Background: an optimization exercise with open tools, aiming at a short achievable clock period and few clock cycles. Do not read the settings as production practice.
At most, simulation tests tie the RTL to the original design; equivalence was not proved.
For run 2, only the layout was checked, not whether the RTL still works.
No activity file was given, so power comes from the tool's default toggle rates.

### flow/run.sh
#!/bin/bash
# The standard layout, with timing repair aimed below the design's period.
# The standard synthesis runs first, unchanged; the layout after it also
# keeps the delay cells out, so that port buffers are not delay cells.
set -euo pipefail
bash standard.sh synth > synth.log 2>&1
bash standard.sh SETUP_SLACK_MARGIN=8.5 "DONT_USE_CELLS=sky130_fd_sc_hd__probe_p_8 sky130_fd_sc_hd__probec_p_8 sky130_fd_sc_hd__lpflow_bleeder_1 sky130_fd_sc_hd__lpflow_clkbufkapwr_1 sky130_fd_sc_hd__lpflow_clkbufkapwr_16 sky130_fd_sc_hd__lpflow_clkbufkapwr_2 sky130_fd_sc_hd__lpflow_clkbufkapwr_4 sky130_fd_sc_hd__lpflow_clkbufkapwr_8 sky130_fd_sc_hd__lpflow_clkinvkapwr_1 sky130_fd_sc_hd__lpflow_clkinvkapwr_16 sky130_fd_sc_hd__lpflow_clkinvkapwr_2 sky130_fd_sc_hd__lpflow_clkinvkapwr_4 sky130_fd_sc_hd__lpflow_clkinvkapwr_8 sky130_fd_sc_hd__lpflow_decapkapwr_12 sky130_fd_sc_hd__lpflow_decapkapwr_3 sky130_fd_sc_hd__lpflow_decapkapwr_4 sky130_fd_sc_hd__lpflow_decapkapwr_6 sky130_fd_sc_hd__lpflow_decapkapwr_8 sky130_fd_sc_hd__lpflow_inputiso0n_1 sky130_fd_sc_hd__lpflow_inputiso0p_1 sky130_fd_sc_hd__lpflow_inputiso1n_1 sky130_fd_sc_hd__lpflow_inputiso1p_1 sky130_fd_sc_hd__lpflow_inputisolatch_1 sky130_fd_sc_hd__lpflow_isobufsrc_1 sky130_fd_sc_hd__lpflow_isobufsrc_16 sky130_fd_sc_hd__lpflow_isobufsrc_2 sky130_fd_sc_hd__lpflow_isobufsrc_4 sky130_fd_sc_hd__lpflow_isobufsrc_8 sky130_fd_sc_hd__lpflow_isobufsrckapwr_16 sky130_fd_sc_hd__lpflow_lsbuf_lh_hl_isowell_tap_1 sky130_fd_sc_hd__lpflow_lsbuf_lh_hl_isowell_tap_2 sky130_fd_sc_hd__lpflow_lsbuf_lh_hl_isowell_tap_4 sky130_fd_sc_hd__lpflow_lsbuf_lh_isowell_4 sky130_fd_sc_hd__lpflow_lsbuf_lh_isowell_tap_1 sky130_fd_sc_hd__lpflow_lsbuf_lh_isowell_tap_2 sky130_fd_sc_hd__lpflow_lsbuf_lh_isowell_tap_4 sky130_fd_sc_hd__clkdlybuf4s15_1 sky130_fd_sc_hd__clkdlybuf4s15_2 sky130_fd_sc_hd__clkdlybuf4s18_1 sky130_fd_sc_hd__clkdlybuf4s18_2 sky130_fd_sc_hd__clkdlybuf4s25_1 sky130_fd_sc_hd__clkdlybuf4s25_2 sky130_fd_sc_hd__clkdlybuf4s50_1 sky130_fd_sc_hd__clkdlybuf4s50_2 sky130_fd_sc_hd__dlygate4sd1_1 sky130_fd_sc_hd__dlygate4sd2_1 sky130_fd_sc_hd__dlygate4sd3_1 sky130_fd_sc_hd__dlymetal6s2s_1 sky130_fd_sc_hd__dlymetal6s4s_1 sky130_fd_sc_hd__dlymetal6s6s_1 " finish > flow.log 2>&1
### standard.sh
#!/bin/bash
# synth_recipe.tcl (not shown) runs the flow's synth.tcl, then flattens the netlist and writes it again
# the make line also repeats each setting of config.mk as NAME=value (left out here)
make -C /OpenROAD-flow-scripts/flow DESIGN_CONFIG=/design/flow/config.mk WORK_HOME=/design/flow/orfs CLKGATE_MAP_FILE= SYNTH_SCRIPT=/design/flow/synth_recipe.tcl "${@:-finish}"
### config.mk
export PLATFORM = sky130hd
export DESIGN_NAME = hw5_cpu
export DESIGN_NICKNAME = hw5_cpu
export VERILOG_FILES = /design/flow/design.v
export SDC_FILE = /design/flow/constraint.sdc
export NUM_CORES = 4
export LEC_CHECK = 0
export CAP_MARGIN = 20
export CORE_MARGIN = 2
export CORE_UTILIZATION = 40
export SLEW_MARGIN = 20
export TNS_END_PERCENT = 10
### constraint.sdc
create_clock -name core_clock -period 12.0 [get_ports {clk}]
set_input_delay 2.4000 -clock core_clock [delete_from_list [all_inputs] [get_ports {clk}]]
set_output_delay 2.4000 -clock core_clock [all_outputs]
set_load 0.01 [all_outputs]
### design.v
module SignExtension(
  In, 
  Out
);
input signed [15:0] In; 
output signed [31:0] Out;
assign Out = In;
endmodule  
module SevenSeg(OUT,IN);
input  [3:0] IN;
output [6:0] OUT;
assign OUT =
  (IN == 4'h0) ? 7'b1000000 :
  (IN == 4'h1) ? 7'b1111001 :
  (IN == 4'h2) ? 7'b0100100 :
  (IN == 4'h3) ? 7'b0110000 :
  (IN == 4'h4) ? 7'b0011001 :
  (IN == 4'h5) ? 7'b0010010 :
  (IN == 4'h6) ? 7'b0000010 :
  (IN == 4'h7) ? 7'b1111000 :
  (IN == 4'h8) ? 7'b0000000 :
  (IN == 4'h9) ? 7'b0010000 :
  (IN == 4'hA) ? 7'b0001000 :
  (IN == 4'hb) ? 7'b0000011 :
  (IN == 4'hc) ? 7'b1000110 :
  (IN == 4'hd) ? 7'b0100001 :
  (IN == 4'he) ? 7'b0000110 :
    7'b0001110 ;
endmodule
module AddKS(
  A,
  B,
  CI,
  S
);
parameter W = 16;
input  [W-1:0] A;
input  [W-1:0] B;
input          CI;
output [W-1:0] S;
wire [W-1:0] p = A ^ B;
wire [6*W-1:0] g;
wire [6*W-1:0] t;
assign g[W-1:0] = (A & B) | {{(W-1){1'b0}}, p[0] & CI};
assign t[W-1:0] = p;
genvar l, i;
generate
  for (l = 0; l < 5; l = l + 1) begin : lvl
    for (i = 0; i < W; i = i + 1) begin : pos
      if (i >= (1 << l)) begin : comb
        assign g[(l+1)*W+i] = g[l*W+i] | (t[l*W+i] & g[l*W+i-(1<<l)]);
        assign t[(l+1)*W+i] = t[l*W+i] & t[l*W+i-(1<<l)];
      end else begin : pass
        assign g[(l+1)*W+i] = g[l*W+i];
        assign t[(l+1)*W+i] = t[l*W+i];
      end
    end
  end
endgenerate
assign S = p ^ {g[5*W +: W-1], CI};
endmodule  
module hw5_cpu(
  clk,
  rst_n,
  imem_addr,
  imem_data,
  dmem_addr,
  dmem_we,
  dmem_wdata,
  dmem_rdata,
  LEDR, LEDG,
  HEX0, HEX1, HEX2, HEX3
);
input clk;
input rst_n;
output [9:0] imem_addr;
input [32-1:0] imem_data;
output [9:0] dmem_addr;
output dmem_we;
output [16-1:0] dmem_wdata;
input [16-1:0] dmem_rdata;
output [9:0] LEDR;
output [7:0] LEDG;
output [6:0] HEX0, HEX1, HEX2, HEX3;
reg rst_q;
always @(posedge clk)
  rst_q <= rst_n;
reg [15:0] pc_f;
reg        x_v;
reg [15:0] x_pc4;                   
reg        x_sum, x_and, x_link;    
reg        x_wreg, x_load, x_store;
reg        x_jmp, x_jsrr, x_movi;
reg        x_pv;                    
reg [15:0] x_pval;                  
reg [3:0]  x_rd;
reg [15:0] x_b, x_c, x_a;           
reg        x_bm, x_cm, x_am;        
reg        m_wreg;
reg        m_load;
reg        m_we;
reg [3:0]  m_rd;
reg [15:0] m_res;
reg [15:0] m_sdata;
reg        w_wreg;
reg [3:0]  w_rd;
reg [15:0] w_res;
reg [15:0] lr;                      
reg [15:0] rf [0:15];
reg [2:0]  cc;
reg [9:0]  ledr_q;
reg [7:0]  ledg_q;
reg [6:0]  hex0_q, hex1_q, hex2_q, hex3_q;
assign imem_addr  = pc_f[11:2];
assign dmem_addr  = m_res[9:0];
assign dmem_we    = m_we;
assign dmem_wdata = m_sdata;
assign LEDR = ledr_q;
assign LEDG = ledg_q;
assign HEX0 = hex0_q;
assign HEX1 = hex1_q;
assign HEX2 = hex2_q;
assign HEX3 = hex3_q;
wire [7:0]  f_op  = imem_data[31:24];
wire [3:0]  f_ra  = imem_data[23:20];
wire [3:0]  f_rb  = imem_data[19:16];
wire [3:0]  f_rc  = imem_data[11:8];
wire [15:0] f_imm = imem_data[15:0];
wire f_add  = (f_op == 8'b00000000);
wire f_addi = (f_op == 8'b00000001);
wire f_and  = (f_op == 8'b00001000);
wire f_andi = (f_op == 8'b00001001);
wire f_mov  = (f_op == 8'b00010000);
wire f_movi = (f_op == 8'b00010001);
wire f_ldw  = (f_op == 8'b00101010);
wire f_stw  = (f_op == 8'b00110010);
wire f_br   = (f_op[7:3] == 5'b11011);
wire f_jmp  = (f_op == 8'b11100000);
wire f_jsr  = (f_op == 8'b11110000);
wire f_jsrr = (f_op == 8'b11111000);
wire f_immt   = f_addi | f_andi | f_ldw | f_stw | f_movi;
wire f_uses_b = f_add | f_addi | f_and | f_andi | f_ldw | f_stw | f_jmp | f_jsrr;
wire f_uses_c = f_add | f_and | f_mov;
wire f_wreg   = f_add | f_addi | f_and | f_andi | f_mov | f_movi | f_ldw | f_jsr | f_jsrr;
wire [3:0] f_rd = (f_mov | f_movi) ? f_rb : (f_jsr | f_jsrr) ? 4'd7 : f_ra;
wire xw = x_v && x_wreg;
wire b_m = xw     && (x_rd == f_rb);
wire b_w = m_wreg && (m_rd == f_rb);
wire b_v = w_wreg && (w_rd == f_rb);
wire c_m = xw     && (x_rd == f_rc);
wire c_w = m_wreg && (m_rd == f_rc);
wire c_v = w_wreg && (w_rd == f_rc);
wire a_m = xw     && (x_rd == f_ra);
wire a_w = m_wreg && (m_rd == f_ra);
wire a_v = w_wreg && (w_rd == f_ra);
wire [15:0] w_next = m_load ? dmem_rdata : m_res;
wire [15:0] f_bval = b_w ? w_next : b_v ? w_res : rf[f_rb];
wire [15:0] f_cval = c_w ? w_next : c_v ? w_res : rf[f_rc];
wire [15:0] f_aval = a_w ? w_next : a_v ? w_res : rf[f_ra];
wire f_stall = (x_v && x_load &&
  ((f_uses_b && x_rd == f_rb) || (f_uses_c && x_rd == f_rc) || (f_stw && x_rd == f_ra) || f_br)) ||
  (f_br && !xw && m_load);
wire [15:0] pc4_f = pc_f + 16'h4;
wire [13:0] tgt_hi;
AddKS #(.W(14)) add_tgt(.A(pc_f[15:2]), .B(f_imm[13:0]), .CI(1'b1), .S(tgt_hi));
wire [15:0] tgt_f = {tgt_hi, pc_f[1:0]};
wire movi_hit = x_v && x_movi && (x_rd == f_rb);
wire [15:0] jmp_pval = movi_hit ? x_c : (f_rb == 4'd7) ? lr : pc4_f;
wire [13:0] jsrr_hi;
AddKS #(.W(14)) add_jsrr(.A(pc_f[15:2]), .B(x_c[13:0]), .CI(1'b1), .S(jsrr_hi));
wire [15:0] jsrr_pf  = {jsrr_hi, pc_f[1:0]};
wire [15:0] fb = x_bm ? m_res : x_b;
wire [15:0] fc = x_cm ? m_res : x_c;
wire [15:0] fa = x_am ? m_res : x_a;
wire [15:0] sum;
AddKS #(.W(16)) add_alu(.A(fb), .B(fc), .CI(1'b0), .S(sum));
wire [15:0] res = x_sum ? sum :
                  x_and ? andv :
                  x_link ? x_pc4 :
                  fc;
function [2:0] ccof;
  input [15:0] v;
  ccof = v[15] ? 3'b100 : (v == 16'h0) ? 3'b010 : 3'b001;
endfunction
wire [15:0] andv = fb & fc;
wire sum_zero = ((fb ^ fc) == {fb[14:0] | fc[14:0], 1'b0});
wire [2:0] cc_sum = sum[15] ? 3'b100 : sum_zero ? 3'b010 : 3'b001;
wire [2:0] cc_x = x_sum ? cc_sum : x_and ? ccof(andv) : x_link ? ccof(x_pc4) : ccof(fc);
wire [2:0] cc_now = m_wreg ? ccof(m_res) : w_wreg ? ccof(w_res) : cc;
wire [2:0] cc_live = (x_v && x_wreg) ? cc_x : cc_now;
wire f_take = f_jsr || (f_br && ((f_op[2:0] & cc_live) != 3'b000));
wire pred_ok = x_pv && (fb == x_pval);
wire redirect = x_v && (x_jmp || x_jsrr) && !pred_ok;
wire [13:0] jsrx_hi;
AddKS #(.W(14)) add_jsrx(.A(x_pc4[15:2]), .B(fb[13:0]), .CI(1'b0), .S(jsrx_hi));
wire [15:0] jsrr_x = {jsrx_hi, x_pc4[1:0]};
wire [15:0] target = x_jmp ? fb : jsrr_x;
always @(posedge clk)
begin
  if (!rst_n) begin
    pc_f <= 16'h0;
    x_v  <= 1'b0;
  end else if (redirect) begin
    pc_f <= target;
    x_v  <= 1'b0;
  end else if (f_stall) begin
    x_v  <= 1'b0;
  end else begin
    if (f_take)
      pc_f <= tgt_f;
    else if (f_jmp)
      pc_f <= jmp_pval;
    else if (f_jsrr && movi_hit)
      pc_f <= jsrr_pf;
    else
      pc_f <= pc4_f;
    x_v  <= 1'b1;
  end
  if (!rst_q)
    lr <= 16'h0;
  else if (f_jsr || f_jsrr)
    lr <= pc4_f;
  x_pc4   <= pc4_f;
  x_sum   <= f_add | f_addi | f_ldw | f_stw;
  x_and   <= f_and | f_andi;
  x_link  <= f_jsr | f_jsrr;
  x_wreg  <= f_wreg;
  x_load  <= f_ldw;
  x_store <= f_stw;
  x_jmp   <= f_jmp;
  x_jsrr  <= f_jsrr;
  x_movi  <= f_movi;
  x_pv    <= f_jmp || movi_hit;
  x_pval  <= f_jmp ? jmp_pval : x_c;
  x_rd    <= f_rd;
  x_b  <= f_bval;
  x_bm <= b_m;
  x_c  <= f_immt ? f_imm : f_cval;
  x_cm <= !f_immt && c_m;
  x_a  <= f_aval;
  x_am <= a_m;
end
always @(posedge clk)
begin
  if (!rst_q) begin
    m_wreg <= 1'b0;
    m_load <= 1'b0;
    m_we   <= 1'b0;
    m_res  <= 16'h0;
  end else begin
    m_wreg <= x_v && x_wreg;
    m_load <= x_v && x_load;
    m_we   <= x_v && x_store;
    m_res  <= res;
  end
  m_rd    <= x_rd;
  m_sdata <= fa;
end
always @(posedge clk)
begin
  if (!rst_q)
    w_wreg <= 1'b0;
  else
    w_wreg <= m_wreg;
  w_rd  <= m_rd;
  w_res <= w_next;
end
integer k;
always @(posedge clk)
begin
  if (!rst_q) begin
    for (k = 0; k < 16; k = k + 1)
      rf[k] <= 16'h0;
    cc <= 3'b000;
  end else if (w_wreg) begin
    rf[w_rd] <= w_res;
    cc <= ccof(w_res);
  end
end
wire [6:0] seg0, seg1, seg2, seg3;
SevenSeg sseg0(.OUT(seg3), .IN(m_sdata[15:12]));
SevenSeg sseg1(.OUT(seg2), .IN(m_sdata[11:8]));
SevenSeg sseg2(.OUT(seg1), .IN(m_sdata[7:4]));
SevenSeg sseg3(.OUT(seg0), .IN(m_sdata[3:0]));
always @(posedge clk)
begin
  if (!rst_q) begin
    ledr_q <= 10'h3FF;
    ledg_q <= 8'hFF;
    hex3_q <= 7'b0100001;  
    hex2_q <= 7'b0000110;  
    hex1_q <= 7'b0001000;  
    hex0_q <= 7'b0100001;  
  end else if (m_we) begin
    if (m_res[9:0] == 1020)
      ledr_q <= m_sdata[9:0];
    if (m_res[9:0] == 1021)
      ledg_q <= m_sdata[7:0];
    if (m_res[9:0] == 1022) begin
      hex3_q <= seg3;
      hex2_q <= seg2;
      hex1_q <= seg1;
      hex0_q <= seg0;
    end
  end
end
endmodule  
==> flow_summary_export.csv, run 1 <==
group,metric,value,unit
timing,worstMarginPinSlew,1240,ps
critical_path,slowest_stage,"fa_2",
critical_path,cp_cell_sequence,"buf_12 -> inv_12 -> ha_4 -> inv_2 -> fa_2 -> a21o_1 -> a21oi_2 -> o21bai_1 -> a21o_1 -> a21oi_2 -> buf_2 -> o21bai_1 -> xor2_1 -> mux2i_1 -> o2bb2ai_1",
timing,fin_crit_sh,33.2,%
final_layout,seq_area,12500,um2
drt,ant_nets,0,
die,die_y,279,um
synth,synth_enable_flop_cells,256,
synth,syn_inst,2735,
timing,fmax,251,MHz
synth,yosysMostFrequentCell,"edfxtp_1",
critical_path,cp.required,12570,ps
global_route,antenna_found_initial,8,
pwr,peakVddDrop,119,uV
timing,finalWorstSetupSlack,8020,ps
critical_path,endpoint_kind,"flip-flop",
drt,remaining_drc_errors,0,
place,dp_hpwl,75.0,mm
clock_network,clockRootBuffer,"clkbuf_16",
die,rows,100,
global_route,grt_usage,28.9,%
drt,drt_iter0_drc,2854,
pwr,powerDensity,130,nW/um2
timing,period_minus_slack,3980,ps
status,status,"timing/DRC/antenna clean",
drt,dr_total_vias,24600,
synth,yosys_warnings,1,
synth,synth-async-reset-ratio,0,%
synth,ys_top_cells_by_area,"edfxtp_1 (25%), mux4_2 (18%), dfxtp_1 (16%)",
pwr,cellLeakagePower,13.1,nW
final_layout,nFillCells,6630,
clock_network,numCtsBuffers,57,
critical_path,critPathMaxFanout,3,
clock_network,clock_latency,640,ps
synth,syn_nets,2860,
timing,grt_setup_unrepaired,"yes",
drt,drt-vias-per-instance,6.28,
die,die-area,77700,um2
timing,tns,0,ps
place,place_congestion,0.971,
synth,synthTopCellsByCount,"edfxtp_1 (256), and2_1 (250), dfxtp_1 (240), mux4_2 (240), nand2_1 (206)",
final_layout,post-route-util,48.0,%
critical_path,crit_type,"in -> reg",
timing,skew,33.8,ps
clock_network,cts_num_sinks,496,
place,io_buffers,132,
critical_path,cp-startpoint,"imem_data[0]",
drt,wl_per_cell,29.3,um
final_layout,layout-drive-gt1-share,23.1,%
critical_path,crit_arrival,4550,ps
clock_network,cts_hold_buf,0,
final_layout,layout.nets,3023,
final_layout,multiInputGateArea,17200,um2
global_route,grt_max_degree,42,
drt,routed_wl,115,mm
timing,hold_violations,0,
final_layout,syn_to_final_growth,18.5,%
place,pre_cts_ws,5450,ps
die,start_util,40.5,%
die,die_width,279,um
clock_network,cts_max_level,2,
critical_path,r2r-start,"x_bm$_DFF_P_",
synth,avgSynthCellArea,11.0,um2
job,drv_cap,0,
global_route,grt_pass1_vias,24100,
clock_network,cts_tree,"yes",
synth,synth_top_area_share,25.5,%
timing,report.final.slew_viol_count,0,
clock_network,clk_transition_reported_paths,60,ps
synth,synthDistinctLibCells,84,
synth,ys_ff_latch,496,
min_path,min_path_type,"reg -> reg",
synth,ys_seq_area_share,41.4,%
synth,ys.flop_type,"edfxtp_1",
global_route,gr-total-overflow,0,
synth,synth_area,30200,um2
drt,dr.pass1.iters,8,
global_route,grt_pass1_wl,165,mm
timing,final-setup-viol-count,0,
critical_path,start_kind,"primary input",
critical_path,cpPeakStageDelay,330,ps
synth,synth_largest_area_cell,"edfxtp_1",
timing,slew_headroom,17.2,%
die,ios,133,
clock_network,cts_buffer_depth,3,
die,core_area,74600,um2
min_path,holdCritStartpoint,"pc_f[1]$_SDFFE_PN0P_",
==> stage by stage <==
| step | std cells | total power [mW] | hold WS, ps | area [um2] |
|---|---|---|---|---|
| after global placement | 3649 | 2.78 | 387 | 31400 |
| after CTS | 3864 | 4.60 | 394 | 35300 |
| after global routing | 3910 | 4.77 | 405 | 35800 |
| final | 3911 | 4.64 | 393 | 35800 |
| after floorplan | 2735 | 2.51 | 363 | 30600 |
| after detailed placement | 3651 | 2.79 | 382 | 31500 |
==> worst paths after layout <==
path                                end  slack [ps]  cells after the start
setup / recovery  pc_f[10]$_SDFFE_PN0N_        8020                     15
hold / removal         x_pc4[1]$_DFF_P_         390                      0
setup reg to reg   pc_f[5]$_SDFFE_PN0N_        8170                     15
hold reg to reg        x_pc4[1]$_DFF_P_         390                      0
==> placed cells by master, fill, tap and decap left out, drive strengths merged, types with 7 or more instances in the layout <==
cell / n
clkinv: 13
nand2: 208
a311oi: 7
nand3: 44
dfxtp: 240
buf: 312
o21bai: 7
mux2i: 111
o221ai: 9
clkinvlp: 8
a21oi: 94
o21a: 9
ha: 71
xor2: 64
and3: 7
or3: 11
xnor2: 61
and2: 250
mux4: 240
nor2: 185
edfxtp: 256
o22ai: 12
clkbuf: 103
o211ai: 26
inv: 72
a31oi: 16
a21boi: 7
a21o: 13
o31ai: 9
nor4: 32
nand4: 17
nor2b: 19
nor3: 60
mux2: 49
o21ai: 146
nand2b: 27
a211oi: 58
==> layer usage <==
metal  wire, um  vias to the layer above  track usage [%]
met5         50                        -                0
met4       9050                        8             19.2
met3      11300                      474             5.72
met2      53900                     1560             47.6
met1      40300                    12000             34.3
li1           -                    10500                -
==> critical path: cells and delay by family <==
| family | cells | cell delay (ps) |
|---|---|---|
| AO/OA/AOI/OAI | 7 | 1000 |
| XOR/XNOR | 1 | 210 |
| adder cells (fa/ha/maj) | 2 | 470 |
| buffers and inverters | 4 | 340 |
| multiplexers | 1 | 110 |
==> layout make-up <==
cell class                      instances  area share (%)
Multi-Input combinational cell       1930            48.2
Clock inverter                         25           0.769
Tap cell                              969            3.39
Sequential cell                       496            35.0
Antenna cell                            2          0.0140
Timing Repair Buffer                  340            7.38
Inverter                               73           0.815
Clock buffer                           76            4.42
==> flip-flops by register name, summed over array words and instances, names as in the netlist, 3 cells and up <==
signal	flops
lr	16
hex1_q	7
m_res	16
w_res	16
x_rd	4
x_b	16
m_sdata	16
rf	256
pc_f	16
x_a	16
hex0_q	7
x_c	16
cc	3
w_rd	4
hex2_q	7
hex3_q	7
ledg_q	8
x_pc4	16
ledr_q	10
m_rd	4
x_pval	16
==> timing repair <==
action	CTS	global route
hold endpoints to repair	0	0
endpoints found under the setup margin	271	265
setup buffers	91	39
gates resized for setup	250	64
pin swaps	57	20
gates cloned	21	6
==> cells by family after synthesis <==
family / after synthesis / share of synthesized area [%]
and+or+nand+nor: 879 / 14.8
DFF: 496 / 41.4
AOI/OAI and AO/OA: 446 / 9.31
muxes: 400 / 23.4
buffers and inverters: 314 / 4.30
xor gates and xnor gates: 125 / 3.62
adders and majority gates: 75 / 3.21
==> power by group <==
part	internal (mW)	switching (mW)
Combinational	0.367	0.473
Sequential	1.87	0.163
Clock	1.03	0.747
Total	3.26	1.38
Testbench counts, summed over its fixed seeds: cycles 19,565.
==> inputs of run 2 (changes only) <==
--- a/design.v
+++ b/design.v
@@ -284,2 +284,5 @@
 SevenSeg sseg3(.OUT(seg0), .IN(m_sdata[3:0]));
+wire ld_r = m_we && (m_res[9:0] == 1020);
+wire ld_g = m_we && (m_res[9:0] == 1021);
+wire ld_h = m_we && (m_res[9:0] == 1022);
 always @(posedge clk)
@@ -293,13 +296,9 @@
     hex0_q <= 7'b0100001;  
-  end else if (m_we) begin
-    if (m_res[9:0] == 1020)
-      ledr_q <= m_sdata[9:0];
-    if (m_res[9:0] == 1021)
-      ledg_q <= m_sdata[7:0];
-    if (m_res[9:0] == 1022) begin
-      hex3_q <= seg3;
-      hex2_q <= seg2;
-      hex1_q <= seg1;
-      hex0_q <= seg0;
-    end
+  end else begin
+    ledr_q <= ({10{ld_r}} & m_sdata[9:0]) | ({10{!ld_r}} & ledr_q);
+    ledg_q <= ({8{ld_g}} & m_sdata[7:0]) | ({8{!ld_g}} & ledg_q);
+    hex3_q <= ({7{ld_h}} & seg3) | ({7{!ld_h}} & hex3_q);
+    hex2_q <= ({7{ld_h}} & seg2) | ({7{!ld_h}} & hex2_q);
+    hex1_q <= ({7{ld_h}} & seg1) | ({7{!ld_h}} & hex1_q);
+    hex0_q <= ({7{ld_h}} & seg0) | ({7{!ld_h}} & hex0_q);
   end
==> run 2 against run 1 <==
- synthesized cell count shrank 0.51%
- critical path type unchanged
- final cell count shrank 1.3%
- cell area shrank 0.79%
- first-iteration DRC count grew 0.14%
- register-to-register slack lost 50 ps
- non-clock buffer count shrank 44
- sequential power is essentially flat
==> flow_summary_export.csv, run 2 <==
group,metric,value,unit
drt,wl_met2,53.3,mm
place,dp.cells,3638,
global_route,grt_pass1_vias,23200,
pwr,peakVddDrop,121,uV
synth,synthDistinctLibCells,91,
global_route,grt_max_degree,56,
critical_path,cpPeakStageDelay,360,ps
place,pre_cts_ws,5570,ps
global_route,antenna_found_initial,6,
job,drv_cap,0,
drt,routed_wl,112,mm
die,start_util,40.5,%
critical_path,cp.required,12510,ps
synth,syn_inst,2721,
synth,synth_top_area_share,25.4,%
drt,ant_nets,0,
die,rows,100,
synth,ys_ff_latch,496,
die,core_area,74700,um2
clock_network,clock_latency,640,ps
die,die-area,77900,um2
timing,finalWorstSetupSlack,7860,ps
pwr,cellLeakagePower,12.9,nW
final_layout,layout.nets,2972,
timing,hold_violations,0,
place,dp_hpwl,72.4,mm
synth,synthTopCellsByCount,"and2_1 (260), edfxtp_1 (256), dfxtp_1 (240), mux4_2 (240), nand2_1 (196)",
clock_network,cts_num_sinks,496,
global_route,gr-total-overflow,0,
timing,tns,0,ps
critical_path,slowest_stage,"o41a_1",
place,place_congestion,0.956,
global_route,grt_pass1_wl,159,mm
critical_path,cp_common_cell,"o21a_1",
timing,grt_setup_unrepaired,"yes",
clock_network,cts_hold_buf,0,
final_layout,largest_register,"rf",
clock_network,clockRootBuffer,"clkbuf_16",
die,die_y,279,um
synth,synth_area,30300,um2
clock_network,cts_tree,"yes",
drt,drt_iter0_drc,2858,
global_route,grt_usage,27.6,%
critical_path,start_kind,"primary input",
final_layout,post-route-util,47.5,%
drt,highest_layer,"met5",
clock_network,cts_max_level,2,
drt,dr.pass1.iters,8,
synth,synth_enable_flop_cells,256,
critical_path,cp_cell_sequence,"buf_12 -> ha_4 -> nor2b_4 -> o31a_1 -> o211a_1 -> o21a_1 -> o21a_1 -> o41a_1 -> mux2i_1 -> nor4_1 -> a211o_1",
synth,ys_top_cells_by_area,"edfxtp_1 (25%), mux4_2 (18%), dfxtp_1 (16%)",
critical_path,crit_arrival,4650,ps
critical_path,critPathMaxFanout,2,
critical_path,rrSetupSlack,8120,ps
final_layout,layout-drive-gt1-share,22.8,%
timing,worstMarginPinSlew,1220,ps
drt,drt-vias-per-instance,6.23,
critical_path,critPathBufInv,1,
final_layout,largest_reg_flops,256,
min_path,min_path_type,"reg -> reg",
timing,skew,31.0,ps
pwr,powerDensity,131,nW/um2
min_path,min_path_cells,0,
place,io_buffers,132,
drt,remaining_drc_errors,0,
clock_network,numCtsBuffers,55,
final_layout,instances_no_fill,3862,
timing,fmax,242,MHz
timing,report.final.slew_viol_count,0,
critical_path,r2r-start,"rst_q$_DFF_P_",
critical_path,reg2regPathDepth,6,
synth,ys_seq_area_share,41.2,%
synth,synth_largest_area_cell,"edfxtp_1",
critical_path,critical-path-top-delay-family,"compound AO/OA/AOI/OAI gates",
timing,slew_headroom,18.6,%
clock_network,cts_buffer_depth,3,
status,status,"timing/DRC/antenna clean",
drt,wl_met3,9.76,mm
timing,fin_crit_sh,34.5,%
drt,met1_length,41.7,mm
min_path,holdCritStartpoint,"pc_f[0]$_SDFFE_PN0P_",
synth,synth-async-reset-ratio,0,%
synth,avgSynthCellArea,11.1,um2
die,ios,133,
drt,dr_total_vias,24000,
critical_path,endpoint_kind,"flip-flop",
synth,yosysMostFrequentCell,"and2_1",
final_layout,final_cell_mix,"and2_1 (260), edfxtp_1 (256), mux4_2 (240)",
die,die_width,279,um
synth,syn_nets,2846,
synth,yosys_warnings,1,
min_path,min_to,"x_pc4[0]$_DFF_P_",
clock_network,clk_transition_reported_paths,60,ps
timing,period_minus_slack,4140,ps
critical_path,crit_type,"in -> reg",
drt,wl_per_cell,29.0,um
timing,final-setup-viol-count,0,
critical_path,reg2reg_to,"rf[2][13]$_SDFFCE_PN0P_",
final_layout,syn_to_final_growth,17.2,%
final_layout,layout_commonest_cell,"and2_1",
synth,ys.flop_type,"edfxtp_1",
==> run 2: cells by family after synthesis <==
family | count (synthesis) | share of synthesized area (%)
AOI/OAI and AO/OA | 438 | 9.28
xor gates and xnor gates | 121 | 3.50
adders and majority gates | 75 | 3.20
buffers and inverters | 305 | 4.26
DFF | 496 | 41.2
muxes | 396 | 23.3
and+or+nand+nor | 890 | 15.2
==> run 2: power by group <==
group          switching [mW]  total, mW  internal [mW]
logic                   0.449      0.815          0.366
registers               0.154       2.02           1.86
clock network           0.743       1.80           1.06
total                    1.35       4.63           3.29
==> run 2: through the flow <==
| stage | hold slack [ps] | instance area [um2] | total power [mW] |
|---|---|---|---|
| floorplan | 351 | 30500 | 2.51 |
| global placement | 371 | 31400 | 2.76 |
| detailed placement | 377 | 31400 | 2.77 |
| CTS | 387 | 34600 | 4.59 |
| global route | 402 | 35500 | 4.76 |
| finish | 392 | 35500 | 4.63 |
==> run 2: worst max-delay path by stage <==
stage / startpoint / cells after the start / end / slack (ps)
finish: imem_data[1] / 11 / pc_f[15]$_SDFFE_PN0N_ / 7860
global route: imem_data[1] / 12 / pc_f[13]$_SDFFE_PN0N_ / 7840
CTS: imem_data[1] / 11 / pc_f[15]$_SDFFE_PN0N_ / 7950
detailed placement: imem_data[8] / 9 / x_c[11]$_DFF_P_ / 5570
global placement: imem_data[8] / 9 / x_c[8]$_DFF_P_ / 5670
floorplan: imem_data[1] / 10 / pc_f[15]$_SDFFE_PN0N_ / 7480
==> run 2: repair_timing <==
item,CTS,global route
pin swaps,24,21
endpoints found under the hold margin,0,0
gates resized for setup,175,119
gates cloned,13,14
setup buffers,58,36
setup endpoints to repair,211,211
==> run 2: area by class of cell <==
| type | count | area [um2] |
|---|---|---|
| fill | 6623 | 39200 |
| multi-input combinational | 1923 | 17300 |
| sequential | 496 | 12500 |
| timing repair buffer | 296 | 2270 |
| clock buffer | 72 | 1540 |
| tap | 969 | 1210 |
| clock inverter | 29 | 350 |
| inverter | 75 | 298 |
| antenna | 2 | 5.00 |
==> run 2: per-layer routing <==
layer | global-route usage, % | vias up
met2 | 45.1 | 1365
met1 | 34.4 | 11900
met4 | 15.2 | 6
li1 | - | 10400
met5 | 0 | -
met3 | 5.53 | 353

==> static timing again, ports no longer ideal <==
How much do the figures lean on ideal ports? The routed layouts below were timed once more, with nothing changed but the port constraints. Step 1 sets driving cells, clkbuf_16 on the clock port and buf_2 on the other inputs (assumed; they add their load-dependent delay and slew). Step 2 times the ports against the registers' clock, not the clock port: input delays grow and output delays shrink by t, the midpoint of the rising clock arrivals with the driver on. Three values: no drivers, after step 1, after step 2; two values: the first two.
run	shift t [ns]	slack for setup (ns)	clock arrival spread, ns
run 1	0.693	8.015 / 7.982 / 7.289	0.040 / 0.040
run 2	0.686	7.865 / 7.871 / 7.185	0.034 / 0.034
After both steps every run listed still meets setup and hold. For run 1, which loses most, drivers alone change the setup slack by -0.033 ns; drivers and shift together by -0.726 ns.
